What follows belongs to an exercise in optimizing a design on an open flow for small area; a production flow would make more cautious choices.
Only simulation tests tie the RTL to the original design; equivalence was not proved.
In every run shown here, the design's own scripts or RTL, not TritonCTS, make the clock network.
The clock port is modelled as an ideal driver, which makes a skipped or thinned clock tree look cheaper than it is; a real chip needs a root buffer or a tree.
No activity file was given, so power comes from the tool's default toggle rates.

**flow/design.v**
```verilog
module Segment_Selector (
    input wire [3:0] input_bits,     
    input wire dash,                 
    output wire [6:0] segments       
    );
    localparam [15:0] SEG_A = 16'hd7ed;
    localparam [15:0] SEG_B = 16'h279f;
    localparam [15:0] SEG_C = 16'h2ffb;
    localparam [15:0] SEG_D = 16'h796d;
    localparam [15:0] SEG_E = 16'hfd45;
    localparam [15:0] SEG_F = 16'hdf71;
    localparam [15:0] SEG_G = 16'hef7c;
    wire [15:0] digit;
    genvar d;
    generate
        for (d = 0; d < 16; d = d + 1) begin : dec
            assign digit[d] = input_bits == d;
        end
    endgenerate
    wire [6:0] hex = {|(digit & SEG_G), |(digit & SEG_F), |(digit & SEG_E), |(digit & SEG_D),
                      |(digit & SEG_C), |(digit & SEG_B), |(digit & SEG_A)};
    wire [6:0] raw_logic = dash ? 7'b1000000 : hex;
    assign segments = ~raw_logic;    
endmodule
module uart_full_ssd_display (
    input clk,                   
    input rst,                   
    input wire uart_rxd,         
    output wire uart_txd,        
    output wire [6:0] segments,  
    output wire [3:0] dig_sel    
    );
    function [8:0] rx_step(input [8:0] s);
        rx_step = {s[7:0], ~(s[8] ^ s[3])};
    endfunction
    function [8:0] tx_step(input [8:0] s);
        tx_step = {s[7:0], ~(s[8] ^ s[4])};
    endfunction
    function [15:0] sel_step(input [15:0] s);
        sel_step = {s[14:0], ~(s[15] ^ s[11] ^ s[2] ^ s[0])};
    endfunction
    localparam [8:0]  RX_SEED  = 9'b000111000;
    localparam [8:0]  RX_HALF  = 9'b011100010;
    localparam [8:0]  RX_END   = 9'b011000010;
    localparam [8:0]  TX_SEED  = 9'b000000000;
    localparam [8:0]  TX_ONE   = 9'b000000001;
    localparam [8:0]  TX_END   = 9'b101101100;
    localparam [15:0] SEL_SEED = 16'b1001111100110101;
    localparam [15:0] SEL_END  = 16'b1111100111111111;
    localparam [4:0]  DONE_W   = 5'd23;
    localparam [15:0] DONE_SEL = 16'b1111100111111110;
    localparam [8:0]  TX_PRE   = 9'b100000000;       
    localparam [8:0]  M9  = 9'b010101010;
    localparam [15:0] M16 = 16'b0101010101010101;
    localparam P_D6    = 4'd6;
    localparam P_STOP  = 4'd8;
    localparam P_IDLE  = 4'd9;
    localparam P_JUST  = 4'd11;
    localparam P_START = 4'd15;
    reg        rxd_0, rxd_1;
    reg [3:0]  rp;
    reg [8:0]  rcx;
    wire [8:0] rc = rcx ^ M9;
    reg [7:0]  rd;
    wire r_hi    = rc[8:1] == RX_HALF[8:1];
    wire r_half  = (RX_HALF[8:1] == RX_END[8:1]) ? r_hi & (rc[0] == RX_HALF[0]) : rc == RX_HALF;
    wire r_end   = (RX_HALF[8:1] == RX_END[8:1]) ? r_hi & (rc[0] == RX_END[0])  : rc == RX_END;
    wire r_data  = ~rp[3];
    wire r_stop  = rp == P_STOP;
    wire r_idle  = rp[3] & ~rp[2] & rp[0];   
    wire r_just  = r_idle & rp[1];           
    wire r_valid = r_stop & r_half;
    always @(posedge clk) begin
        if (~rst) begin
            rxd_0 <= 1'b1;
            rxd_1 <= 1'b1;
        end else begin
            rxd_0 <= uart_rxd;
            rxd_1 <= rxd_0;
        end
    end
    always @(posedge clk) begin
        if (~rst) begin
            rp  <= P_IDLE;
            rcx <= RX_SEED ^ M9;
        end else if (r_idle) begin
            rcx <= RX_SEED ^ M9;
            rp  <= rxd_1 ? P_IDLE : P_START;
        end else if (r_valid) begin
            rp  <= P_JUST;
            rcx <= RX_SEED ^ M9;
        end else if (r_end) begin
            rp  <= rp + 4'd1;
            rcx <= RX_SEED ^ M9;
        end else begin
            rcx <= rx_step(rc) ^ M9;
        end
    end
    always @(posedge clk) begin
        if (r_data & r_half) rd <= {rxd_1, rd[7:1]};
    end
    reg [7:0] last_byte;
    always @(posedge clk) begin
        if (r_valid) last_byte <= rd;
    end
    reg [3:0] tp;
    reg [8:0] tcx;
    wire [8:0] tc = tcx ^ M9;
    wire t_data = ~tp[3];
    wire t_idle = tp == P_IDLE;
    wire t_stop = tp == P_STOP;
    wire t_end  = tc == TX_END;
    always @(posedge clk) begin
        if (~rst) begin
            tp  <= P_IDLE;
            tcx <= TX_SEED ^ M9;
        end else if (t_idle) begin
            if (r_just) tp <= P_START;
        end else if (t_end) begin
            tp  <= tp + 4'd1;
            tcx <= (t_stop ? TX_ONE : (tp == P_D6) ? TX_PRE : TX_SEED) ^ M9;
        end else begin
            tcx <= tx_step(tc) ^ M9;
        end
    end
    assign uart_txd = t_data ? last_byte[tp[2:0]] : ~tp[2];
    reg [15:0] selx;
    wire [15:0] sel = selx ^ M16;
    reg [4:0]  w;          
    reg        done;       
    reg        dash;
    reg [3:0]  input_bits;
    wire s_hi     = sel[15:1] == SEL_END[15:1];
    wire wrap     = (SEL_END[15:1] == DONE_SEL[15:1]) ? s_hi & (sel[0] == SEL_END[0])  : sel == SEL_END;
    wire done_sel = (SEL_END[15:1] == DONE_SEL[15:1]) ? s_hi & (sel[0] == DONE_SEL[0]) : sel == DONE_SEL;
    always @(posedge clk) begin
        if (~rst) begin
            selx <= SEL_SEED ^ M16;
            w    <= 5'd0;
            done <= 1'b0;
            dash <= 1'b1;
        end else begin
            selx <= (wrap ? SEL_SEED : sel_step(sel)) ^ M16;
            if (wrap) w <= w + 5'd1;
            if (w == DONE_W && done_sel) done <= 1'b1;
            if (done & r_valid) dash <= 1'b0;
        end
    end
    always @(posedge clk) begin
        if (wrap)
            input_bits <= dash ? 4'd0 : (w[0] ? last_byte[7:4] : last_byte[3:0]);
    end
    wire started = done | (|w);
    assign dig_sel = {started, started, w[0], started & ~w[0]};
    Segment_Selector ssd_display (
        .input_bits(input_bits),
        .dash(dash),
        .segments(segments)
    );
endmodule
```
**flow/flow/run.sh**
```bash
#!/bin/bash
# The standard layout (standard.sh, standard synthesis included) with
# three changes, made through ORFS's own hooks and variables:
# - ports are buffered with the smallest buffer, buf_1 (BUFFER_PORTS_ARGS);
# - clock tree synthesis is replaced by flow/pre_cts.tcl: the clock port
#   drives four clkbuf_8, each driving a quarter of the flip-flops;
# - after clock tree synthesis, flow/post_cts.tcl swaps logic cells for the
#   smallest drive strength of the same function and repairs slew and load.
# standard.sh's full output goes to standard_flow.log; ORFS writes each
# step's log under orfs/logs/.
set -euo pipefail
export BUFFER_PORTS_ARGS="-buffer_cell sky130_fd_sc_hd__buf_1"
export PRE_CTS_TCL="$PWD/flow/pre_cts.tcl"
export POST_CTS_TCL="$PWD/flow/post_cts.tcl"
export CLOCK_BUF_CELL=sky130_fd_sc_hd__clkbuf_8
export CLOCK_BUF_GROUPS=4
bash standard.sh > standard_flow.log 2>&1
```
**flow/flow/post_cts.tcl**
```tcl
# After clock tree synthesis: swap every logic cell for the smallest cell of
# the same function (same name but the drive-strength suffix), then repair any
# max-slew or max-capacitance violation this causes.  Clock buffers and
# flip-flops are left alone.
proc downsize_logic {} {
  set db [ord::get_db]
  set dont_use $::env(DONT_USE_CELLS)
  set n 0
  set saved 0.0
  foreach inst [[ord::get_db_block] getInsts] {
    set master [$inst getMaster]
    set name [$master getName]
    if {![regexp {^(sky130_fd_sc_hd__[a-z0-9]+)_([0-9]+)$} $name -> base size]} { continue }
    if {[regexp {clkbuf|clkinv|clkdly|df|tap|fill|decap|conb|probe} $base]} { continue }
    if {[$inst isFixed]} { continue }
    set area [expr {[$master getWidth] * [$master getHeight]}]
    set best $name
    set best_area $area
    foreach s {0 1 2 3 4 6 8 12 16} {
      set cand ${base}_$s
      if {[lsearch -exact $dont_use $cand] >= 0} { continue }
      set cm [$db findMaster $cand]
      if {$cm eq "NULL" || $cm eq ""} { continue }
      set ca [expr {[$cm getWidth] * [$cm getHeight]}]
      if {$ca < $best_area} {
        set best $cand
        set best_area $ca
      }
    }
    if {$best ne $name} {
      replace_cell [$inst getName] $best
      incr n
      set saved [expr {$saved + ($area - $best_area) / 1e6}]
    }
  }
  puts "Downsized $n cells, saving $saved um2"
}
downsize_logic
estimate_parasitics -placement
repair_design
```
**flow/flow/pre_cts.tcl**
```tcl
# Replaces TritonCTS with a flat clock tree: the flip-flops are split into
# CLOCK_BUF_GROUPS groups of equal size by position (1; 2 = halves by x;
# 4 = halves by x, each split by y), and the clock port drives one
# CLOCK_BUF_CELL per group, placed at the group's centre, which drives the
# clock pins of that group.
rename clock_tree_synthesis __tritoncts
proc clock_tree_synthesis {args} {
  set bufcell $::env(CLOCK_BUF_CELL)
  set groups $::env(CLOCK_BUF_GROUPS)
  set dbu [[ord::get_db_block] getDbUnitsPerMicron]
  set pins {}
  foreach pin [get_pins -hierarchical */CLK] {
    set bb [[[sta::sta_to_db_pin $pin] getInst] getBBox]
    set x [expr {([$bb xMin] + [$bb xMax]) / 2.0 / $dbu}]
    set y [expr {([$bb yMin] + [$bb yMax]) / 2.0 / $dbu}]
    lappend pins [list $pin $x $y]
  }
  set byx [lsort -real -index 1 $pins]
  set half [expr {[llength $byx] / 2}]
  if {$groups == 1} {
    set parts [list $byx]
  } elseif {$groups == 2} {
    set parts [list [lrange $byx 0 [expr {$half - 1}]] [lrange $byx $half end]]
  } else {
    set parts {}
    foreach h [list [lrange $byx 0 [expr {$half - 1}]] [lrange $byx $half end]] {
      set byy [lsort -real -index 2 $h]
      set q [expr {[llength $byy] / 2}]
      lappend parts [lrange $byy 0 [expr {$q - 1}]] [lrange $byy $q end]
    }
  }
  set k 0
  foreach part $parts {
    set sx 0
    set sy 0
    set plist {}
    foreach p $part {
      lassign $p pin x y
      set sx [expr {$sx + $x}]
      set sy [expr {$sy + $y}]
      lappend plist $pin
    }
    set n [llength $plist]
    set cx [expr {$sx / $n}]
    set cy [expr {$sy / $n}]
    puts "Clock buffer $k: $bufcell at $cx $cy driving $n clock pins"
    insert_buffer -buffer_cell $bufcell -net clk -load_pins $plist -location [list $cx $cy] -buffer_name clkbuf_$k -net_name clk_$k
    incr k
  }
}
```
**flow/standard.sh**
```bash
#!/bin/bash
# synth_recipe.tcl (not shown) runs the flow's synth.tcl, then flattens the netlist and writes it again
# the make line also repeats each setting of config.mk as NAME=value (left out here)
make -C /OpenROAD-flow-scripts/flow DESIGN_CONFIG=/design/flow/config.mk WORK_HOME=/design/flow/orfs CLKGATE_MAP_FILE= SYNTH_SCRIPT=/design/flow/synth_recipe.tcl "${@:-finish}"
```
**flow/config.mk**
```make
export PLATFORM = sky130hd
export DESIGN_NAME = uart_full_ssd_display
export DESIGN_NICKNAME = uart_full_ssd_display
export VERILOG_FILES = /design/flow/design.v
export SDC_FILE = /design/flow/constraint.sdc
export NUM_CORES = 4
export LEC_CHECK = 0
export CAP_MARGIN = 20
export CORE_MARGIN = 2
export CORE_UTILIZATION = 40
export SLEW_MARGIN = 20
```
**flow/constraint.sdc**
```tcl
create_clock -name core_clock -period 20.0 [get_ports {clk}]
set_input_delay 4.0000 -clock core_clock [delete_from_list [all_inputs] [get_ports {clk}]]
set_output_delay 4.0000 -clock core_clock [all_outputs]
set_load 0.01 [all_outputs]
```
==> out/qor.csv, run 1 <==
stage,metric,value,unit
grt,first_global_vias,1857,
die,ioPinCount,15,
synth,synth_top_cell_area_share,0.341,
place,place_congestion,0.771,
timing,maxSlewHeadroom,0.462,
pwr,ir_drop,33.5,uV
min_path,hold_path_class,reg2reg,
setup_path,critPathBufInv,1,
setup_path,critical_path_class,reg2out,
place,placed_cells,383,
setup_path,cpMaxStageDelayCell,edfxtp_1,
final_layout,fillers,710,
synth,syn_area,2990,um2
timing,slew_violations,0,
final_layout,post_route_cells_drive_above_1_share,0.0278,
synth,synth_cells,284,
clocking,clk_latency,0.16,ns
final_layout,regArea,1620,um2
detailed_routing,wire_per_inst,13.8,um
setup_path,cp-end-kind,primary output,
timing,fmax,0.175,GHz
pwr,p_per_area,70.5,nW/um2
setup_path,required,16.00,ns
timing,worst_pin_slew,0.796,ns
timing,finalCritPeriodShare,0.286,
grt,grt_overflow_total,0,
setup_path,path_delay_family,flip-flops,
synth,syn-num-nets,295,
final_layout,insertedDiodeCount,0,
detailed_routing,wl,5330,um
grt,grt_use_total,0.124,
die,die-area,8190,um2
timing,fin_skew,0.0111,ns
setup_path,crit_path_start_kind,flip-flop,
synth,ys.flop_type,dfxtp_1,
synth,synth.area.top_cells,"dfxtp_1 (34%), edfxtp_1 (20%), nor2_1 (4.4%)",
place,hpwlAfterDp,3750,um
clocking,cts.reportedPaths.clkPinSlew,0.11,ns
detailed_routing,first_pass_iters,4,
detailed_routing,via_per_inst,5.23,
synth,synth.distinct_cells,53,
final_layout,fin_cells,387,
die,initial_core_util,0.413,
grt,grt_max_degree,19,
setup_path,worstPathCellList,"or3b_2, a311oi_1, buf_1",
setup_path,cp_max_fo,15,
timing,finalHoldViolations,0,
detailed_routing,drt_iter0_drc,150,
grt,antenna_found_initial,0,
detailed_routing,drtAntennaViolNets,0,
synth,synth_warnings,1,
synth,synth-edff-count,20,
setup_path,cpPeakStageDelay,0.59,ns
setup_path,critPathArrivalTime,1.73,ns
die,row_count,31,
timing,setup_viol,0,
final_layout,nNetsFinal,301,
synth,async_flop_share,0,
synth,synth_area_per_cell,10.5,um2
die,coreArea,7250,um2
final_layout,multi_input_area,1230,um2
die,die_h,90.5,um
timing,grt_setup_unrepaired,no,
timing,tns,0,ns
detailed_routing,drc,0,
timing,fin_crit,5.73,ns
place,io_buffers,14,
run_status,run_status,no timing/DRC/antenna violations,
pwr,total_leakage_power,0.00108,uW
final_layout,area_growth,4.22,%
synth,synth_largest_area_cell,dfxtp_1,
detailed_routing,vias,2024,
grt,grt_pass1_wl,8820,um
flow_run,drv_cap,0,
synth,ys_seq_area_frac,0.542,
synth,ys_seq_elements,71,
die,die_x,90.5,um
[layout by cell type, fill, tap and decap left out, types with 2 or more instances in the layout]
cell type / count
and3b_1: 4
nand2_1: 24
a211o_1: 6
and4b_1: 2
a31oi_1: 2
nor4b_1: 4
or3_1: 2
a211oi_1: 4
mux2i_1: 5
dfxtp_1: 51
nand4b_1: 5
or4_1: 2
nor2_1: 35
nand3_1: 6
a21oi_1: 13
nand2b_1: 6
edfxtp_1: 20
o31ai_1: 3
clkbuf_8: 4
inv_1: 9
a311oi_1: 2
xor2_1: 2
mux4_2: 2
xnor2_1: 8
nor3_1: 7
o211ai_1: 2
nand4_1: 2
buf_1: 15
nor4_1: 2
o21ai_0: 11
nand3b_1: 3
ha_1: 8
[per-layer routing]
| metal | share of wire | global-route usage | up-vias |
|---|---|---|---|
| met5 | 0 | 0 | - |
| met4 | 0.016 | 0.0167 | 0 |
| met3 | 0.025 | 0.00751 | 6 |
| met2 | 0.47 | 0.218 | 23 |
| met1 | 0.49 | 0.173 | 968 |
| li1 | - | - | 1027 |
[where the power goes]
part / switching, uW / leakage, uW / internal (uW)
Combinational: 6.06 / 0.000454 / 4.78
Sequential: 4.58 / 0.000595 / 151
Clock: 34.6 / 0.0000288 / 18.6
Total: 45.3 / 0.00108 / 175
[logic make-up after synthesis]
family / after synthesis / synth area share
flip-flops: 71 / 0.542
buffers and inverters: 24 / 0.0376
AO/OA/AOI/OAI: 51 / 0.117
adder cells (fa/ha/maj): 8 / 0.0334
XOR/XNOR: 10 / 0.0293
multiplexers: 7 / 0.0318
AND/OR/NAND/NOR: 113 / 0.209
[through the flow]
stage | setup WS (ns) | utilization | power [uW] | hold slack, ns | instance area [um2]
floorplan | 14.55 | - | 168 | 0.353 | 2990
global placement | 14.47 | 0.427 | 170 | 0.356 | 3100
detailed placement | 14.35 | 0.427 | 171 | 0.363 | 3100
global route | 14.18 | 0.430 | 230 | 0.404 | 3120
finish | 14.27 | 0.430 | 220 | 0.382 | 3120
[final timing paths]
check                startpoint          end  slack, ns  cells after the start
setup reg to reg          tp[1]        tp[0]      17.79                      6
hold reg to reg        selx[14]     selx[15]       0.38                      1
hold / removal         selx[14]     selx[15]       0.38                      1
setup / recovery  input_bits[0]  segments[6]      14.27                      3
[cell usage after synthesis (2+ instances only)]
master	number
or3_1	2
buf_4	4
xnor2_1	8
mux2i_1	5
nor4_1	2
xor2_1	2
edfxtp_1	20
inv_1	9
a211oi_1	4
nand4b_1	5
nor4b_1	3
dfxtp_1	51
nand2_1	24
and4b_1	2
a311oi_1	2
nand2b_1	6
ha_1	8
nor2_1	35
nand4_1	2
clkbuf_1	8
a211o_1	6
nand3_1	6
o21ai_0	11
nand3b_1	3
or4_1	2
and3b_1	4
a31oi_1	2
mux4_2	2
nor3_1	7
buf_1	2
o31ai_1	3
a21oi_1	13
[worst reg2reg max path, stage by stage, from the launching register on]
cell	delay (ns)
dfxtp_1	0.47
inv_1	0.12
ha_1	0.20
and3b_1	0.28
nor4_2	0.61
xnor2_1	0.11
or3_1	0.31
[registers in the layout, indices dropped and copies added, names as in the netlist]
name and cells:
done 1, tp 4, rcx 9, dash 1
selx 16, rp 4, rxd_0 1, last_byte 8
rd 8, w 5, input_bits 4, tcx 9
rxd_1 1
[area by class of cell, without the clock buffers]
cell class	count	area share
Inverter	9	0.0108
Timing Repair Buffer	15	0.0180
Multi-Input combinational cell	189	0.394
Sequential cell	71	0.520
Tap cell	99	0.0397
==> run 2: changes to the inputs <==
--- a/flow/design.v
+++ b/flow/design.v
@@ -55,9 +55,13 @@
     localparam P_D6    = 4'd6;
     localparam P_STOP  = 4'd8;
     localparam P_IDLE  = 4'd9;
-    localparam P_JUST  = 4'd11;
     localparam P_START = 4'd15;
-    reg        rxd_0, rxd_1;
+    localparam R_IDLE  = 4'b1011;
+    localparam R_J1    = 4'b1100;
+    localparam R_J2    = 4'b1010;
+    localparam R_J3    = 4'b1001;
+    localparam R_S2    = 4'b1110;
+    localparam R_S3    = 4'b1101;
     reg [3:0]  rp;
     reg [8:0]  rcx;
     wire [8:0] rc = rcx ^ M9;
@@ -66,38 +70,55 @@
     wire r_half  = (RX_HALF[8:1] == RX_END[8:1]) ? r_hi & (rc[0] == RX_HALF[0]) : rc == RX_HALF;
     wire r_end   = (RX_HALF[8:1] == RX_END[8:1]) ? r_hi & (rc[0] == RX_END[0])  : rc == RX_END;
     wire r_data  = ~rp[3];
-    wire r_stop  = rp == P_STOP;
-    wire r_idle  = rp[3] & ~rp[2] & rp[0];   
-    wire r_just  = r_idle & rp[1];           
-    wire r_valid = r_stop & r_half;
+    wire r_valid = rp == R_J2 || rp == R_S2;     
+    wire r_just  = rp == R_J3 || rp == R_S3;     
     always @(posedge clk) begin
         if (~rst) begin
-            rxd_0 <= 1'b1;
-            rxd_1 <= 1'b1;
+            rp  <= R_IDLE;
+            rcx <= RX_SEED ^ M9;
         end else begin
-            rxd_0 <= uart_rxd;
-            rxd_1 <= rxd_0;
+            case (rp)
+                R_IDLE, R_J3: begin
+                    rcx <= RX_SEED ^ M9;
+                    rp  <= uart_rxd ? R_IDLE : P_START;
+                end
+                R_J1: begin
+                    rcx <= RX_SEED ^ M9;
+                    rp  <= uart_rxd ? R_J2 : R_S2;
+                end
+                R_J2: begin
+                    rcx <= RX_SEED ^ M9;
+                    rp  <= uart_rxd ? R_J3 : R_S3;
+                end
+                R_S2: begin
+                    rcx <= rx_step(rc) ^ M9;
+                    rp  <= R_S3;
+                end
+                R_S3: begin
+                    rcx <= rx_step(rc) ^ M9;
+                    rp  <= P_START;
+                end
+                P_STOP: begin
+                    if (r_half) begin
+                        rcx <= RX_SEED ^ M9;
+                        rp  <= R_J1;
+                    end else begin
+                        rcx <= rx_step(rc) ^ M9;
+                    end
+                end
+                default: begin           
+                    if (r_end) begin
+                        rcx <= RX_SEED ^ M9;
+                        rp  <= rp + 4'd1;
+                    end else begin
+                        rcx <= rx_step(rc) ^ M9;
+                    end
+                end
+            endcase
         end
     end
     always @(posedge clk) begin
-        if (~rst) begin
-            rp  <= P_IDLE;
-            rcx <= RX_SEED ^ M9;
-        end else if (r_idle) begin
-            rcx <= RX_SEED ^ M9;
-            rp  <= rxd_1 ? P_IDLE : P_START;
-        end else if (r_valid) begin
-            rp  <= P_JUST;
-            rcx <= RX_SEED ^ M9;
-        end else if (r_end) begin
-            rp  <= rp + 4'd1;
-            rcx <= RX_SEED ^ M9;
-        end else begin
-            rcx <= rx_step(rc) ^ M9;
-        end
-    end
-    always @(posedge clk) begin
-        if (r_data & r_half) rd <= {rxd_1, rd[7:1]};
+        if (r_data & r_half) rd <= {uart_rxd, rd[7:1]};
     end
     reg [7:0] last_byte;
     always @(posedge clk) begin
==> run 2 against run 1 <==
Net effect: global-route usage decreased by 0.22 points; highest routed layer unchanged; first-iteration DRC count fell by 31%; clock power decreased by 2%; fmax is 1.2% higher; clock skew shrank 0.0045 ns; final cell count up 9.6%; hold slack gained 0.0032 ns; still clean on timing, DRC and antenna; sequential cell count down 2.
==> out/qor.csv, run 2 <==
stage,metric,value,unit,change
run_status,run_status,no timing/DRC/antenna violations,,
timing,worst_pin_slew,0.736,ns,-0.0598 ns
setup_path,cp_max_fo,14,,-1
grt,antenna_found_initial,0,,unchanged
clocking,cts.reportedPaths.clkPinSlew,0.10,ns,about the same
place,place_congestion,0.858,,+11%
final_layout,post_route_cells_drive_above_1_share,0.0342,,+0.00638
timing,timing.hold.ws,0.385,ns,+0.00316 ns
pwr,clkPwrFrac,0.177,,-0.065
detailed_routing,wl_met1,2700,um,+3.8%
clocking,clk_latency,0.16,ns,about the same
timing,tns,0,ns,unchanged
synth,synth_top_family_by_area,simple AND/OR/NAND/NOR gates,,
final_layout,fin_util,0.428,,-0.00226
detailed_routing,wl,5350,um,+0.26%
synth,synth_top_cell_area_share,0.316,,-0.0254
detailed_routing,drt_iter0_drc,104,,-31%
detailed_routing,highest_layer,met4,,
die,die_x,92.1,um,+1.8%
grt,grt_pass1_wl,8890,um,+0.86%
setup_path,critical_path_class,reg2out,,
timing,fin_skew,0.00663,ns,-0.00451 ns
pwr,p_seq_frac,0.600,,-0.109
timing,setup_viol,0,,unchanged
detailed_routing,vias,2236,,+10%
synth,synthSimpleGateAreaFrac,0.212,,+0.00322
die,die-area,8490,um2,+3.6%
min_path,hold_path_class,reg2reg,,
setup_path,cpPeakStageDelay,0.57,ns,-0.02 ns
die,ioPinCount,15,,unchanged
flow_run,drv_cap,0,,unchanged
detailed_routing,wl_met2,2420,um,-3.9%
synth,synth_compound_area_frac,0.143,,+0.0259
die,row_count,32,,+3.2%
synth,syn-num-nets,335,,+14%
timing,slew_violations,0,,unchanged
final_layout,final_common_cell,dfxtp_1,,
final_layout,mostFrequentLayoutCells,"dfxtp_1 (49), nor2_1 (43), nand2_1 (25)",,
detailed_routing,via_per_inst,5.27,,+0.83%
synth,syn_area,3110,um2,+3.8%
synth,yosys-top-cells-count,"dfxtp_1 (49), nor2_1 (43), nand2_1 (25)",,
setup_path,crit_path_start_kind,flip-flop,,
die,coreArea,7610,um2,+4.9%
grt,grt_overflow_total,0,,unchanged
synth,synth_largest_area_cell,dfxtp_1,,
synth,ys.flop_type,dfxtp_1,,
synth,synth.most_common_cell,dfxtp_1,,
setup_path,required,16.00,ns,about the same
detailed_routing,first_pass_iters,4,,unchanged
pwr,ir_drop,43.9,uV,+31%
synth,yosys.area_share.adder,0.0403,,+0.00683
min_path,whs_path_depth,1,,unchanged
timing,fmax,0.177,GHz,+1.2%
setup_path,r2r_cells,7,,+1
detailed_routing,drtAntennaViolNets,0,,unchanged
synth,synth.distinct_cells,54,,+1.9%
pwr,switchingPower,86.2,uW,+91%
die,initial_core_util,0.409,,-0.00425
synth,synth-edff-count,20,,unchanged
detailed_routing,wire_per_inst,12.6,um,-8.5%
setup_path,cpMaxStageDelayCell,edfxtp_1,,
grt,grt_use_total,0.122,,-0.00221
synth,async_flop_share,0,,unchanged
final_layout,area_growth,4.75,%,
setup_path,cp-end-kind,primary output,,
synth,synth_cells,322,,+13%
synth,muxShareOfSynthArea,0.0342,,+0.00246
synth,ys_seq_area_frac,0.509,,-0.0327
detailed_routing,drc,0,,unchanged
synth,synth.area.top_cells,"dfxtp_1 (32%), edfxtp_1 (19%), nor2_1 (5.2%)",,
grt,grt_max_degree,24,,+5
final_layout,nNetsFinal,337,,+12%
timing,finalHoldViolations,0,,unchanged
final_layout,reg_top3,"selx: 16 flops, rcx: 9 flops, tcx: 9 flops",,
setup_path,worstPathCellList,"nor2b_1, a211oi_1, a21oi_1, or2_2, buf_1",,
place,io_buffers,14,,unchanged
pwr,total_leakage_power,0.00113,uW,+4.6%
pwr,p_per_area,90.5,nW/um2,+28%
synth,synth_warnings,1,,unchanged
grt,first_global_vias,1978,,+6.5%
final_layout,insertedDiodeCount,0,,unchanged
timing,maxSlewHeadroom,0.508,,+0.0468
final_layout,largest_reg_flops,16,,unchanged
synth,synth_area_per_cell,9.65,um2,-8.4%
final_layout,fin_cells,424,,+9.6%
timing,grt_setup_unrepaired,no,,
final_layout,top_register,selx,,
die,die_h,92.1,um,+1.8%
pwr,swShare,0.293,,+0.0870
timing,finalCritPeriodShare,0.283,,-0.00352
timing,fin_crit,5.66,ns,-0.0705 ns
synth,synth-xor-area-share,0.0225,,-0.00671
pwr,p_comb_frac,0.223,,+0.174
place,hpwlAfterDp,3730,um,-0.68%
place,placed_cells,420,,+9.7%
detailed_routing,met3_length,174,um,+33%
pwr,internal_power,208,uW,+19%
setup_path,critPathArrivalTime,1.66,ns,-0.07 ns
synth,ys_seq_elements,69,,-2.8%
-- run 2: worst max-delay path: cells and delay by family, from the launching register on --
| kind | cells | cell delay [ns] |
|---|---|---|
| DFF | 1 | 0.57 |
| and+or+nand+nor | 2 | 0.49 |
| AOI/OAI and AO/OA | 2 | 0.29 |
| buffers and inverters | 1 | 0.13 |
-- run 2: per-layer routing --
metal / global-route usage / vias up
li1: - / 1146
met1: 0.173 / 1056
met2: 0.210 / 28
met3: 0.0131 / 6
met4: 0.00871 / 0
met5: 0 / -
-- run 2: power groups by stage --
stage	Sequential [uW]	Clock [uW]	Combinational, uW
finish	177	52.2	65.8
global route	180	58.6	74.8
detailed placement	180	0	65.6
global placement	180	0	65.5
floorplan	175	0	55.9
-- run 2: cells by family after synthesis --
family                   after synthesis
XOR/XNOR                               8
AND/OR/NAND/NOR                      129
flip-flops                            69
multiplexers                           8
AO/OA/AOI/OAI                         69
buffers and inverters                 29
adder cells (fa/ha/maj)               10
-- run 2: worst paths after layout --
path / startpoint / end / slack [ns]
hold reg to reg: selx[14] / selx[15] / 0.38
setup reg to reg: rp[0] / rcx[0] / 17.52
hold / removal: selx[14] / selx[15] / 0.38
setup / recovery: input_bits[0] / segments[3] / 14.34
-- run 2: per-stage QoR --
stage	setup slack [ns]	total power, uW	area, um2
2_1_floorplan	14.76	230	3110
3_3_place_gp	14.22	246	3210
6_report	14.34	295	3260
3_5_place_dp	14.15	246	3210
5_1_grt	14.12	313	3260
-- run 2: cell type report, without the clock buffers --
| class | instances | area (um2) |
|---|---|---|
| tap | 102 | 128 |
| sequential | 69 | 1580 |
| multi-input combinational | 224 | 1400 |
| timing repair buffer | 14 | 52.6 |
| inverter | 11 | 41.3 |
| fill | 772 | 4350 |
==> run 3: changes to the inputs <==
==> flow/flow/run.sh (replaced) <==
#!/bin/bash
# The standard layout (standard.sh, standard synthesis included) with
# four changes, made through ORFS's own hooks and variables:
# - after floorplan, flow/post_floorplan.tcl resynthesizes the combinational
#   logic for area with OpenROAD's restructure (registers untouched);
# - ports are buffered with the smallest buffer, buf_1 (BUFFER_PORTS_ARGS);
# - clock tree synthesis is replaced by flow/pre_cts.tcl: the clock port
#   drives four clkbuf_8, each driving a quarter of the flip-flops;
# - after clock tree synthesis, flow/post_cts.tcl replaces half adders that
#   have an output unused, swaps logic cells for the smallest drive strength
#   of the same function, and repairs slew and load.
# standard.sh's full output goes to standard_flow.log; ORFS writes each
# step's log under orfs/logs/, and restructure's ABC log is
# restructure/abc.log.
set -euo pipefail
export POST_FLOORPLAN_TCL="$PWD/flow/post_floorplan.tcl"
export RESTRUCTURE_DIR="$PWD/restructure"
export BUFFER_PORTS_ARGS="-buffer_cell sky130_fd_sc_hd__buf_1"
export PRE_CTS_TCL="$PWD/flow/pre_cts.tcl"
export POST_CTS_TCL="$PWD/flow/post_cts.tcl"
export CLOCK_BUF_CELL=sky130_fd_sc_hd__clkbuf_8
export CLOCK_BUF_GROUPS=4
bash standard.sh > standard_flow.log 2>&1
--- a/flow/flow/post_cts.tcl
+++ b/flow/flow/post_cts.tcl
@@ -1,7 +1,63 @@
-# After clock tree synthesis: swap every logic cell for the smallest cell of
-# the same function (same name but the drive-strength suffix), then repair any
-# max-slew or max-capacitance violation this causes.  Clock buffers and
-# flip-flops are left alone.
+# After clock tree synthesis:
+# - a half adder (ha) with one output unused becomes the single gate for the
+#   used output: and2 for the carry, xor2 for the sum;
+# - every other logic cell is swapped for the smallest cell of the same
+#   function (same name but the drive-strength suffix).
+# Clock buffers and flip-flops are left alone.  Then any max-slew or
+# max-capacitance violation is repaired and the placement legalized.
+proc net_has_loads {net} {
+  if {$net eq "NULL" || $net eq ""} { return 0 }
+  if {[llength [$net getBTerms]] > 0} { return 1 }
+  set n 0
+  foreach it [$net getITerms] {
+    if {[$it isInputSignal]} { incr n }
+  }
+  return [expr {$n > 0}]
+}
+
+proc split_half_adders {} {
+  set db [ord::get_db]
+  set block [ord::get_db_block]
+  set n 0
+  foreach inst [$block getInsts] {
+    if {![string match "sky130_fd_sc_hd__ha_*" [[$inst getMaster] getName]]} { continue }
+    set a [[$inst findITerm A] getNet]
+    set b [[$inst findITerm B] getNet]
+    set cout [[$inst findITerm COUT] getNet]
+    set sum [[$inst findITerm SUM] getNet]
+    set use_cout [net_has_loads $cout]
+    set use_sum [net_has_loads $sum]
+    if {$use_cout && $use_sum} { continue }
+    if {$use_cout} {
+      set cell sky130_fd_sc_hd__and2_1
+      set out $cout
+      set dead $sum
+    } elseif {$use_sum} {
+      set cell sky130_fd_sc_hd__xor2_1
+      set out $sum
+      set dead $cout
+    } else {
+      continue
+    }
+    set name [$inst getName]
+    set loc [$inst getLocation]
+    set orient [$inst getOrient]
+    odb::dbInst_destroy $inst
+    if {$dead ne "NULL" && $dead ne "" && [llength [$dead getITerms]] == 0 && [llength [$dead getBTerms]] == 0} {
+      odb::dbNet_destroy $dead
+    }
+    set new [odb::dbInst_create $block [$db findMaster $cell] $name]
+    $new setOrient $orient
+    $new setLocation [lindex $loc 0] [lindex $loc 1]
+    $new setPlacementStatus PLACED
+    [$new findITerm A] connect $a
+    [$new findITerm B] connect $b
+    [$new findITerm X] connect $out
+    incr n
+  }
+  puts "Replaced $n half adders with one output unused"
+}
+
 proc downsize_logic {} {
   set db [ord::get_db]
   set dont_use $::env(DONT_USE_CELLS)
@@ -35,6 +91,10 @@
   }
   puts "Downsized $n cells, saving $saved um2"
 }
+
+split_half_adders
 downsize_logic
 estimate_parasitics -placement
 repair_design
+detailed_placement
+check_placement -verbose
==> flow/flow/post_floorplan.tcl (new file) <==
# After floorplan: resynthesize the combinational logic for area with
# OpenROAD's restructure (ABC on the logic between registers and ports).
# Registers are not touched.
set rs_dir $::env(RESTRUCTURE_DIR)
file mkdir $rs_dir
restructure -target area \
  -liberty_file [lindex $::env(LIB_FILES) 0] \
  -tielo_port sky130_fd_sc_hd__conb_1/LO \
  -tiehi_port sky130_fd_sc_hd__conb_1/HI \
  -abc_logfile $rs_dir/abc.log \
  -work_dir $rs_dir
==> run 3 against run 2 <==
Net effect: still clean; fmax down 4.2%; sequential power down 3%; register-to-register slack worse by 0.29 ns; combinational power up 0.8%; critical path depth unchanged; global-route usage down 0.20 points; critical path type is now in2reg; critical endpoint is now tcx[7]; highest routed layer unchanged.
==> out/qor.csv, run 3 <==
stage,metric,value,unit,change
detailed_routing,vias,2118,,-5.3%
setup_path,cpMaxStageDelayCell,buf_1,,
place,hpwlAfterDp,3650,um,-2.2%
place,place_congestion,0.809,,-5.8%
timing,slew_violations,0,,unchanged
die,die-area,8490,um2,unchanged
final_layout,mostFrequentLayoutCells,"dfxtp_1 (49), nor2_1 (38), clkinv_1 (33)",,
timing,maxSlewHeadroom,0.350,,-0.159
timing,worst_pin_slew,0.975,ns,+0.239 ns
setup_path,critPathArrivalTime,5.94,ns,+4.28 ns
timing,grt_setup_unrepaired,no,,
setup_path,r2r_setup_slack,17.23,ns,-0.29 ns
timing,tns,0,ns,unchanged
final_layout,final_common_cell,dfxtp_1,,
synth,muxShareOfSynthArea,0.0342,,unchanged
final_layout,largest_reg_flops,16,,unchanged
synth,async_flop_share,0,,unchanged
setup_path,path_delay_family,buffers and inverters,,
synth,synth.area.top_cells,"dfxtp_1 (32%), edfxtp_1 (19%), nor2_1 (5.2%)",,
grt,grt_use_total,0.120,,-0.00205
synth,synth-edff-count,20,,unchanged
timing,setup_viol,0,,unchanged
timing,finalCritPeriodShare,0.295,,+0.0125
grt,grt_overflow_total,0,,unchanged
min_path,hold_path_class,reg2reg,,
place,io_buffers,14,,unchanged
setup_path,required,20.03,ns,+4.03 ns
synth,ys.flop_type,dfxtp_1,,
clocking,clk_latency,0.16,ns,about the same
timing,finalHoldViolations,0,,unchanged
detailed_routing,via_per_inst,5.39,,+2.2%
final_layout,post_route_cells_drive_above_1_share,0.0137,,-0.0204
synth,ys_seq_elements,69,,unchanged
synth,ys_seq_area_frac,0.509,,unchanged
die,initial_core_util,0.409,,unchanged
die,die_x,92.1,um,unchanged
synth,synthSimpleGateAreaFrac,0.212,,unchanged
synth,synth_top_family_by_area,simple AND/OR/NAND/NOR gates,,
timing,fin_skew,0.00559,ns,-0.00104 ns
detailed_routing,drc,0,,unchanged
synth,syn-num-nets,335,,unchanged
synth,synth_largest_area_cell,dfxtp_1,,
place,place_ws,14.44,ns,+0.288 ns
synth,synth-xor-area-share,0.0225,,unchanged
synth,synth_compound_area_frac,0.143,,unchanged
timing,fmax,0.169,GHz,-4.2%
synth,synth_area_per_cell,9.65,um2,unchanged
grt,first_global_vias,1898,,-4.0%
detailed_routing,drtAntennaViolNets,0,,unchanged
synth,synth_warnings,1,,unchanged
place,place_area,2940,um2,-8.5%
final_layout,insertedDiodeCount,0,,unchanged
setup_path,critPathBufInv,3,,+2
pwr,total_leakage_power,0.000945,uW,-16%
timing,timing.final.ws_setup,14.09,ns,-0.250 ns
pwr,p_per_area,96.9,nW/um2,+7.1%
setup_path,worstPathCellList,"buf_1, buf_1, clkinv_1, nor2_1, o221ai_1",,
final_layout,top_register,selx,,
synth,syn_area,3110,um2,unchanged
clocking,cts.reportedPaths.clkPinSlew,0.10,ns,about the same
detailed_routing,wire_per_inst,12.8,um,+1.1%
synth,yosys.area_share.adder,0.0403,,unchanged
final_layout,nNetsFinal,296,,-12%
timing,fin_crit,5.91,ns,+0.250 ns
detailed_routing,wl,5010,um,-6.3%
synth,synth.most_common_cell,dfxtp_1,,
final_layout,final_area,2990,um2,-8.3%
setup_path,crit_path_start_kind,primary input,,
detailed_routing,drt_iter0_drc,144,,+38%
synth,synth.distinct_cells,54,,unchanged
synth,yosys-top-cells-count,"dfxtp_1 (49), nor2_1 (43), nand2_1 (25)",,
setup_path,cp_max_fo,22,,+8
synth,synth_top_cell_area_share,0.316,,unchanged
die,die_h,92.1,um,unchanged
pwr,ir_drop,34.3,uV,-22%
grt,antenna_found_initial,0,,unchanged
final_layout,area_growth,-3.95,%,
die,row_count,32,,unchanged
die,coreArea,7610,um2,unchanged
setup_path,critical_path_class,in2reg,,
grt,grt_max_degree,23,,-4.2%
die,ioPinCount,15,,unchanged
synth,synth_cells,322,,unchanged
setup_path,crit_top_cell,buf_1,,
grt,grt_pass1_wl,8760,um,-1.6%
setup_path,cp-end-kind,flip-flop,,
flow_run,drv_cap,0,,unchanged
final_layout,reg_top3,"selx: 16 flops, rcx: 9 flops, tcx: 9 flops",,
setup_path,cpPeakStageDelay,0.72,ns,+0.15 ns
detailed_routing,first_pass_iters,4,,unchanged
run_status,run_status,no timing/DRC/antenna violations,,
-- run 3: cell counts after synthesis --
No cell type changed its count.
-- run 3: path summary, 6_finish.rpt --
| kind | start | cells past startpoint | to |
|---|---|---|---|
| setup / recovery | rst | 5 | tcx[7] |
| hold / removal | rcx[6] | 1 | rcx[7] |
| setup reg to reg | selx[2] | 6 | selx[0] |
| hold reg to reg | rcx[6] | 1 | rcx[7] |
-- run 3: cell type report, without the clock buffers --
cell class / instances / area (um2)
Inverter: 33 / 124
Tap cell: 102 / 128
Fill cell: 761 / 4620
Sequential cell: 69 / 1580
Timing Repair Buffer: 17 / 63.8
Multi-Input combinational cell: 168 / 1030
-- run 3: where the power goes --
part / switching (uW) / total, uW / internal [uW]
sequential: 13.0 / 172 / 159
combinational: 41.3 / 66.3 / 25.0
clock: 32.2 / 50.8 / 18.6
total: 86.5 / 289 / 203
-- run 3: worst reg2reg max path: cells and delay by family, from the launching register on --
family                 cells  cell delay, ns
DFF                        1            0.34
and+or+nand+nor            4            1.81
AOI/OAI and AO/OA          1            0.08
buffers and inverters      1            0.41
-- run 3: cells by family after synthesis --
| logic type | after synthesis |
|---|---|
| AND/OR/NAND/NOR | 129 |
| AO/OA/AOI/OAI | 69 |
| flip-flops | 69 |
| buffers and inverters | 29 |
| adder cells (fa/ha/maj) | 10 |
| XOR/XNOR | 8 |
| multiplexers | 8 |
-- run 3: metrics by stage --
step | utilization | cells | hold WS, ns | power [uW]
2_1_floorplan | - | 322 | 0.353 | 230
3_3_place_gp | 0.387 | 389 | 0.371 | 242
3_5_place_dp | 0.387 | 389 | 0.374 | 243
5_1_grt | 0.392 | 393 | 0.406 | 309
6_report | 0.392 | 393 | 0.394 | 289
-- run 3: routing by layer --
layer / vias to the layer above / track usage / wire, um
met3: 2 / 0.0123 / 269
met5: - / 0 / 0
met1: 996 / 0.170 / 2450
met2: 45 / 0.204 / 2270
met4: 0 / 0.0162 / 21
li1: 1075 / - / -
==> run 4: changes to the inputs <==
--- a/flow/design.v
+++ b/flow/design.v
@@ -55,13 +55,9 @@
     localparam P_D6    = 4'd6;
     localparam P_STOP  = 4'd8;
     localparam P_IDLE  = 4'd9;
+    localparam P_JUST  = 4'd11;
     localparam P_START = 4'd15;
-    localparam R_IDLE  = 4'b1011;
-    localparam R_J1    = 4'b1100;
-    localparam R_J2    = 4'b1010;
-    localparam R_J3    = 4'b1001;
-    localparam R_S2    = 4'b1110;
-    localparam R_S3    = 4'b1101;
+    reg        rxd_0, rxd_1;
     reg [3:0]  rp;
     reg [8:0]  rcx;
     wire [8:0] rc = rcx ^ M9;
@@ -70,55 +66,38 @@
     wire r_half  = (RX_HALF[8:1] == RX_END[8:1]) ? r_hi & (rc[0] == RX_HALF[0]) : rc == RX_HALF;
     wire r_end   = (RX_HALF[8:1] == RX_END[8:1]) ? r_hi & (rc[0] == RX_END[0])  : rc == RX_END;
     wire r_data  = ~rp[3];
-    wire r_valid = rp == R_J2 || rp == R_S2;     
-    wire r_just  = rp == R_J3 || rp == R_S3;     
+    wire r_stop  = rp == P_STOP;
+    wire r_idle  = rp[3] & ~rp[2] & rp[0];   
+    wire r_just  = r_idle & rp[1];           
+    wire r_valid = r_stop & r_half;
     always @(posedge clk) begin
         if (~rst) begin
-            rp  <= R_IDLE;
-            rcx <= RX_SEED ^ M9;
+            rxd_0 <= 1'b1;
+            rxd_1 <= 1'b1;
         end else begin
-            case (rp)
-                R_IDLE, R_J3: begin
-                    rcx <= RX_SEED ^ M9;
-                    rp  <= uart_rxd ? R_IDLE : P_START;
-                end
-                R_J1: begin
-                    rcx <= RX_SEED ^ M9;
-                    rp  <= uart_rxd ? R_J2 : R_S2;
-                end
-                R_J2: begin
-                    rcx <= RX_SEED ^ M9;
-                    rp  <= uart_rxd ? R_J3 : R_S3;
-                end
-                R_S2: begin
-                    rcx <= rx_step(rc) ^ M9;
-                    rp  <= R_S3;
-                end
-                R_S3: begin
-                    rcx <= rx_step(rc) ^ M9;
-                    rp  <= P_START;
-                end
-                P_STOP: begin
-                    if (r_half) begin
-                        rcx <= RX_SEED ^ M9;
-                        rp  <= R_J1;
-                    end else begin
-                        rcx <= rx_step(rc) ^ M9;
-                    end
-                end
-                default: begin           
-                    if (r_end) begin
-                        rcx <= RX_SEED ^ M9;
-                        rp  <= rp + 4'd1;
-                    end else begin
-                        rcx <= rx_step(rc) ^ M9;
-                    end
-                end
-            endcase
+            rxd_0 <= uart_rxd;
+            rxd_1 <= rxd_0;
         end
     end
     always @(posedge clk) begin
-        if (r_data & r_half) rd <= {uart_rxd, rd[7:1]};
+        if (~rst) begin
+            rp  <= P_IDLE;
+            rcx <= RX_SEED ^ M9;
+        end else if (r_idle) begin
+            rcx <= RX_SEED ^ M9;
+            rp  <= rxd_1 ? P_IDLE : P_START;
+        end else if (r_valid) begin
+            rp  <= P_JUST;
+            rcx <= RX_SEED ^ M9;
+        end else if (r_end) begin
+            rp  <= rp + 4'd1;
+            rcx <= RX_SEED ^ M9;
+        end else begin
+            rcx <= rx_step(rc) ^ M9;
+        end
+    end
+    always @(posedge clk) begin
+        if (r_data & r_half) rd <= {rxd_1, rd[7:1]};
     end
     reg [7:0] last_byte;
     always @(posedge clk) begin
==> run 4 against run 3 <==
Net effect: critical path type unchanged; sequential cell count rose by 2; still clean; final cell count down 3.8%; global-route usage shrank 0.40 points; area after synthesis is 3.7% lower.
==> out/qor.csv, run 4 <==
stage,metric,value,unit,change
run_status,run_status,no timing/DRC/antenna violations,,
timing,finalHoldViolations,0,,unchanged
timing,slew_violations,0,,unchanged
die,row_count,31,,-3.1%
synth,synthSimpleGateAreaFrac,0.209,,-0.00322
final_layout,nNetsFinal,284,,-4.1%
final_layout,fin_util,0.406,,+0.0138
final_layout,fillers,741,,-2.6%
setup_path,regToRegStartpoint,selx[2],,
detailed_routing,drtAntennaViolNets,0,,unchanged
synth,synth_area_per_cell,10.5,um2,+9.2%
pwr,total_leakage_power,0.000944,uW,-0.16%
grt,grt_overflow_total,0,,unchanged
synth,muxShareOfSynthArea,0.0318,,-0.00246
synth,ys_seq_area_frac,0.542,,+0.0327
detailed_routing,wire_per_inst,12.9,um,+1.0%
pwr,p_per_area,72.9,nW/um2,-25%
min_path,hold_path_class,reg2reg,,
synth,syn-num-nets,295,,-12%
synth,ys.flop_type,dfxtp_1,,
timing,finalCritPeriodShare,0.306,,+0.0109
synth,synth_largest_area_cell,dfxtp_1,,
setup_path,required,20.10,ns,+0.07 ns
synth,synth-edff-count,20,,unchanged
synth,synth_compound_area_frac,0.117,,-0.0259
final_layout,largest_reg_flops,16,,unchanged
grt,met1_usage,0.166,,-0.00358
final_layout,final_common_cell,dfxtp_1,,
synth,synth.distinct_cells,53,,-1.9%
timing,fin_skew,0.00916,ns,+0.00357 ns
die,coreArea,7250,um2,-4.7%
timing,timing.final.ws_setup,13.88,ns,-0.218 ns
timing,setup_viol,0,,unchanged
setup_path,crit_path_start,rst,,
timing,worst_pin_slew,0.972,ns,-0.00305 ns
die,die_h,90.5,um,-1.8%
grt,grt_pass1_wl,8320,um,-5.0%
synth,synth_top_cell_area_share,0.341,,+0.0254
synth,synth_warnings,1,,unchanged
min_path,whs_path_depth,1,,unchanged
synth,yosys.area_share.adder,0.0334,,-0.00683
setup_path,crit_path_start_kind,primary input,,
pwr,p_comb_frac,0.042,,-0.187
place,place_ws,14.42,ns,-0.0135 ns
synth,synth.most_common_cell,dfxtp_1,,
final_layout,insertedDiodeCount,0,,unchanged
die,initial_core_util,0.413,,+0.00425
pwr,clkPwrFrac,0.243,,+0.067
pwr,p_seq_frac,0.715,,+0.120
synth,synth.area.top_cells,"dfxtp_1 (34%), edfxtp_1 (20%), nor2_1 (4.4%)",,
place,place_congestion,0.846,,+4.6%
setup_path,critical_path_class,in2reg,,
grt,grt-busiest-layer,met2,,
die,ioPinCount,15,,unchanged
timing,tns,0,ns,unchanged
clocking,cts.reportedPaths.clkPinSlew,0.10,ns,about the same
pwr,swShare,0.194,,-0.105
timing,maxSlewHeadroom,0.352,,+0.00203
grt,use_met3,0.0159,,+0.00353
synth,synth-xor-area-share,0.0293,,+0.00671
pwr,internal_power,173,uW,-15%
setup_path,cp-end-kind,flip-flop,,
final_layout,area_growth,-1.59,%,
timing,grt_setup_unrepaired,no,,
synth,synth_top_family_by_area,simple AND/OR/NAND/NOR gates,,
pwr,power,215,uW,-26%
detailed_routing,vias,2017,,-4.8%
grt,grt_max_degree,21,,-8.7%
detailed_routing,drt_iter0_drc,169,,+17%
clocking,clk_latency,0.16,ns,about the same
final_layout,reg_top3,"selx: 16 flops, rcx: 9 flops, tcx: 9 flops",,
pwr,ir_drop,43.9,uV,+28%
synth,syn_area,2990,um2,-3.7%
synth,ys_seq_elements,71,,+2.9%
flow_run,drv_cap,0,,unchanged
grt,first_global_vias,1816,,-4.3%
pwr,switchingPower,41.7,uW,-52%
setup_path,critPathArrivalTime,6.22,ns,+0.28 ns
synth,yosys-top-cells-count,"dfxtp_1 (51), nor2_1 (35), nand2_1 (24)",,
detailed_routing,drc,0,,unchanged
grt,grt_use_total,0.116,,-0.00396
final_layout,post_route_cells_drive_above_1_share,0.0143,,+0.000591
synth,synth_cells,284,,-12%
grt,antenna_found_initial,0,,unchanged
place,io_buffers,14,,unchanged
setup_path,r2r_cells,6,,unchanged
detailed_routing,via_per_inst,5.34,,-0.99%
die,die_x,90.5,um,-1.8%
place,hpwlAfterDp,3530,um,-3.2%
grt,globalRouteMet2Util,0.184,,-0.0200
detailed_routing,first_pass_iters,7,,+3
synth,async_flop_share,0,,unchanged
final_layout,top_register,selx,,
min_path,min_from,selx[14],,
timing,fmax,0.163,GHz,-3.6%
detailed_routing,wl,4870,um,-2.8%
final_layout,mostFrequentLayoutCells,"dfxtp_1 (51), clkinv_1 (37), nor2_1 (29)",,
setup_path,cp_max_fo,20,,-9.1%
die,die-area,8190,um2,-3.5%
timing,fin_crit,6.12,ns,+0.218 ns
## run 4: final cells by class, without the clock buffers
cell class / instances / area (um2) / area share
flip-flops and latches: 71 / 1620 / 0.550
well taps: 99 / 124 / 0.0420
inverters: 37 / 139 / 0.0471
multi-input cells: 151 / 947 / 0.321
repair buffers: 16 / 60.1 / 0.0204
## run 4: cells by family after synthesis
| group | after synthesis |
|---|---|
| AOI/OAI and AO/OA | 51 |
| xor gates and xnor gates | 10 |
| muxes | 7 |
| and+or+nand+nor | 113 |
| buffers and inverters | 24 |
| DFF | 71 |
| adders and majority gates | 8 |
## run 4: through the flow
stage          area (um2)  hold WS [ns]  cells
2_1_floorplan        2990         0.353    284
3_3_place_gp         2900         0.370    374
3_5_place_dp         2900         0.370    374
5_1_grt              2950         0.430    378
6_report             2950         0.392    378
## run 4: worst max-delay path: stages
cell      delay, ns
buf_1          0.06
buf_1          0.72
clkinv_1       0.60
nor2_1         0.45
nand2_1        0.23
nor2_1         0.16
## run 4: final timing paths
kind / to / slack [ns]
worst max-delay path: rcx[6] / 13.88
worst min-delay path: selx[15] / 0.39
worst max register to register: selx[8] / 17.36
worst min register to register: selx[15] / 0.39
## run 4: layer usage
layer,vias to the layer above,wire length [um]
li1,1026,-
met1,932,2380
met2,47,2120
met3,12,230
met4,0,140
met5,-,0
## run 4: power groups by stage
stage,Clock (uW),Sequential [uW],Combinational [uW]
global placement,0,157,9.20
floorplan,0,157,11.1
global route,60.4,154,10.2
finish,52.2,154,9.02
detailed placement,0,157,9.28
==> run 5: changes to the inputs <==
==> flow/flow/run.sh (replaced) <==
#!/bin/bash
# The standard layout (standard.sh, standard synthesis included) with
# three changes, made through ORFS's own hooks and variables:
# - ports are buffered with the smallest buffer, buf_1 (BUFFER_PORTS_ARGS);
# - clock tree synthesis is replaced by flow/pre_cts.tcl: the clock port
#   drives four clkbuf_8, each driving a quarter of the flip-flops;
# - after clock tree synthesis, flow/post_cts.tcl swaps logic cells for the
#   smallest drive strength of the same function and repairs slew and load.
# standard.sh's full output goes to standard_flow.log; ORFS writes each
# step's log under orfs/logs/.
set -euo pipefail
export BUFFER_PORTS_ARGS="-buffer_cell sky130_fd_sc_hd__buf_1"
export PRE_CTS_TCL="$PWD/flow/pre_cts.tcl"
export POST_CTS_TCL="$PWD/flow/post_cts.tcl"
export CLOCK_BUF_CELL=sky130_fd_sc_hd__clkbuf_8
export CLOCK_BUF_GROUPS=4
bash standard.sh > standard_flow.log 2>&1
removed: flow/flow/post_floorplan.tcl
==> run 5 against run 4 <==
Net effect: highest routed layer unchanged; final cell count up 2.4%; area after synthesis unchanged; combinational power up about 20%; global-route usage up 0.82 points; critical endpoint is now segments[6]; still clean on timing, DRC and antenna; first-iteration DRC count down 28%; register-to-register slack better by 0.53 ns; critical path depth down 3.
==> out/qor.csv, run 5 <==
stage,metric,value,unit,change
run_status,run_status,no timing/DRC/antenna violations,,
synth,yosys.area_share.adder,0.0334,,unchanged
clocking,cts.reportedPaths.clkPinSlew,0.11,ns,about the same
detailed_routing,first_pass_iters,4,,-3
synth,synth.most_common_cell,dfxtp_1,,
timing,fin_skew,0.0111,ns,+0.00189 ns
final_layout,nNetsFinal,296,,+4.2%
detailed_routing,vias,2037,,+0.99%
pwr,ir_drop,33.5,uV,-24%
final_layout,regArea,1620,um2,unchanged
timing,fin_crit,5.73,ns,-0.398 ns
final_layout,final_common_cell,dfxtp_1,,
die,die_x,90.5,um,unchanged
final_layout,mostFrequentLayoutCells,"dfxtp_1 (51), nor2_1 (35), nand2_1 (24)",,
synth,synthSimpleGateAreaFrac,0.209,,unchanged
final_layout,top_register,selx,,
timing,worst_pin_slew,0.796,ns,-0.176 ns
synth,yosys-top-cells-count,"dfxtp_1 (51), nor2_1 (35), nand2_1 (24)",,
timing,setup_viol,0,,unchanged
setup_path,crit_path_start_kind,flip-flop,,
final_layout,final_area,3090,um2,+4.8%
final_layout,largest_reg_flops,16,,unchanged
place,hpwlAfterDp,3750,um,+6.4%
clocking,clk_latency,0.16,ns,about the same
final_layout,post_route_cells_drive_above_1_share,0.0278,,+0.0134
timing,finalCritPeriodShare,0.286,,-0.0199
grt,grt_max_degree,19,,-9.5%
timing,maxSlewHeadroom,0.462,,+0.110
synth,synth-xor-area-share,0.0293,,unchanged
timing,tns,0,ns,unchanged
synth,ys_seq_area_frac,0.542,,unchanged
grt,first_global_vias,1857,,+2.3%
place,place_area,3100,um2,+6.9%
timing,fmax,0.175,GHz,+6.9%
die,row_count,31,,unchanged
synth,synth.area.top_cells,"dfxtp_1 (34%), edfxtp_1 (20%), nor2_1 (4.4%)",,
flow_run,drv_cap,0,,unchanged
synth,synth-edff-count,20,,unchanged
grt,use_met3,0.00751,,-0.00835
setup_path,cp-end-kind,primary output,,
synth,synth_cells,284,,unchanged
synth,synth.distinct_cells,53,,unchanged
synth,synth_top_cell_area_share,0.341,,unchanged
final_layout,multi_input_area,1200,um2,+27%
pwr,total_leakage_power,0.00105,uW,+11%
die,die-area,8190,um2,unchanged
place,place_congestion,0.771,,-8.8%
detailed_routing,drt_iter0_drc,122,,-28%
grt,grt_use_total,0.124,,+0.00822
detailed_routing,wl,5310,um,+9.0%
synth,async_flop_share,0,,unchanged
synth,syn-num-nets,295,,unchanged
die,die_h,90.5,um,unchanged
final_layout,fillers,717,,-3.2%
timing,slew_violations,0,,unchanged
final_layout,reg_top3,"selx: 16 flops, rcx: 9 flops, tcx: 9 flops",,
synth,syn_area,2990,um2,unchanged
detailed_routing,drtAntennaViolNets,0,,unchanged
timing,finalHoldViolations,0,,unchanged
grt,globalRouteMet2Util,0.218,,+0.0336
detailed_routing,drc,0,,unchanged
setup_path,critical_path_class,reg2out,,
grt,grt_overflow_total,0,,unchanged
final_layout,insertedDiodeCount,0,,unchanged
grt,antenna_found_initial,0,,unchanged
grt,grt-busiest-layer,met2,,
die,ioPinCount,15,,unchanged
setup_path,required,16.00,ns,-4.10 ns
detailed_routing,via_per_inst,5.26,,-1.4%
detailed_routing,wire_per_inst,13.7,um,+6.5%
grt,grt_pass1_wl,8830,um,+6.1%
setup_path,critPathArrivalTime,1.73,ns,-4.49 ns
die,initial_core_util,0.413,,unchanged
grt,met1_usage,0.173,,+0.00728
synth,synth_top_family_by_area,simple AND/OR/NAND/NOR gates,,
synth,synth_area_per_cell,10.5,um2,unchanged
synth,ys.flop_type,dfxtp_1,,
synth,synth_warnings,1,,unchanged
synth,muxShareOfSynthArea,0.0318,,unchanged
pwr,p_per_area,71.2,nW/um2,-2.3%
setup_path,cp_max_fo,15,,-25%
min_path,hold_path_class,reg2reg,,
synth,ys_seq_elements,71,,unchanged
timing,grt_setup_unrepaired,no,,
final_layout,area_growth,3.18,%,
synth,synth_compound_area_frac,0.117,,unchanged
die,coreArea,7250,um2,unchanged
place,io_buffers,14,,unchanged
synth,synth_largest_area_cell,dfxtp_1,,
run 5: cell counts after synthesis:
Identical to the previous run, type by type.
run 5: per-layer routing:
metal / share of wire / vias up
li1: - / 1027
met1: 0.49 / 980
met2: 0.47 / 24
met3: 0.025 / 6
met4: 0.016 / 0
met5: 0 / -
run 5: path summary, 6_finish.rpt:
path / slack [ns] / from / depth (start not counted) / to
max reg2reg: 17.89 / rcx[1] / 4 / rd[1]
min reg2reg: 0.38 / selx[14] / 1 / selx[15]
max: 14.27 / input_bits[0] / 3 / segments[6]
min: 0.38 / selx[14] / 1 / selx[15]
run 5: through the flow:
stage                     hold WS (ns)  cells  power, uW   util  worst slack (ns)
after floorplan                  0.353    284        168      -             14.55
after global placement           0.356    383        170  0.427             14.47
after detailed placement         0.363    383        171  0.427             14.35
after global routing             0.404    387        230  0.426             14.18
final                            0.382    387        220  0.426             14.27
run 5: power by group:
group / switching, uW / internal [uW]
Clock: 34.5 / 18.6
Combinational: 6.04 / 4.81
Sequential: 4.52 / 151
Total: 45.0 / 175
run 5: layout make-up, without the clock buffers:
cell class / count / share of cell area
inverter: 9 / 0.0109
tap: 99 / 0.0401
multi-input combinational: 189 / 0.388
sequential: 71 / 0.525
timing repair buffer: 15 / 0.0182
run 5: kinds of logic (layout without fill, tap and decap cells):
kind of cell             Yosys count  after routing
AO/OA/AOI/OAI                     51             51
XOR/XNOR                          10             10
adder cells (fa/ha/maj)            8              3
buffers and inverters             24             28
flip-flops                        71             71
multiplexers                       7              7
AND/OR/NAND/NOR                  113            118
run 5: critical path, stage by stage (launching register included):
cell and delay (ns):
edfxtp_1 0.59, or3b_2 0.52, a311oi_1 0.27, buf_1 0.18

separate check: timing with driven ports:
Ports are ideal in the flow. The routed layouts listed here were re-timed in OpenROAD.
Step 1 (the two cells are an assumption about what drives the block):
set clk [get_ports {clk}]
set_driving_cell -lib_cell sky130_fd_sc_hd__clkbuf_16 $clk
set_driving_cell -lib_cell sky130_fd_sc_hd__buf_2 [delete_from_list [all_inputs] $clk]
Step 2 times the ports against the registers' clock, not the clock port: input delays grow and output delays shrink by t, the midpoint of the rising clock arrivals with the driver on.
Three values: ideal ports, drivers, drivers and shift; two values: the first two.
| run | t, ns | slack for setup (ns) | worst hold slack (ns) | clock arrival spread, ns | slew at the worst register clock pin (ns) |
|---|---|---|---|---|---|
| run 1 | 0.215 | 14.273 / 14.214 / 14.429 | 0.382 / 0.382 / 0.382 | 0.012 / 0.012 | 0.11 / 0.11 |
| run 2 | 0.214 | 14.343 / 14.285 / 14.171 | 0.385 / 0.385 / 0.385 | 0.007 / 0.007 | 0.10 / 0.10 |
| run 3 | 0.210 | 14.093 / 14.125 / 13.914 | 0.394 / 0.394 / 0.394 | 0.005 / 0.005 | 0.10 / 0.10 |
| run 4 | 0.213 | 13.875 / 13.909 / 13.696 | 0.392 / 0.392 / 0.392 | 0.010 / 0.009 | 0.11 / 0.11 |
| run 5 | 0.214 | 14.273 / 14.214 / 14.429 | 0.382 / 0.382 / 0.382 | 0.012 / 0.011 | 0.11 / 0.11 |
After both steps setup and hold are still met in every run listed.
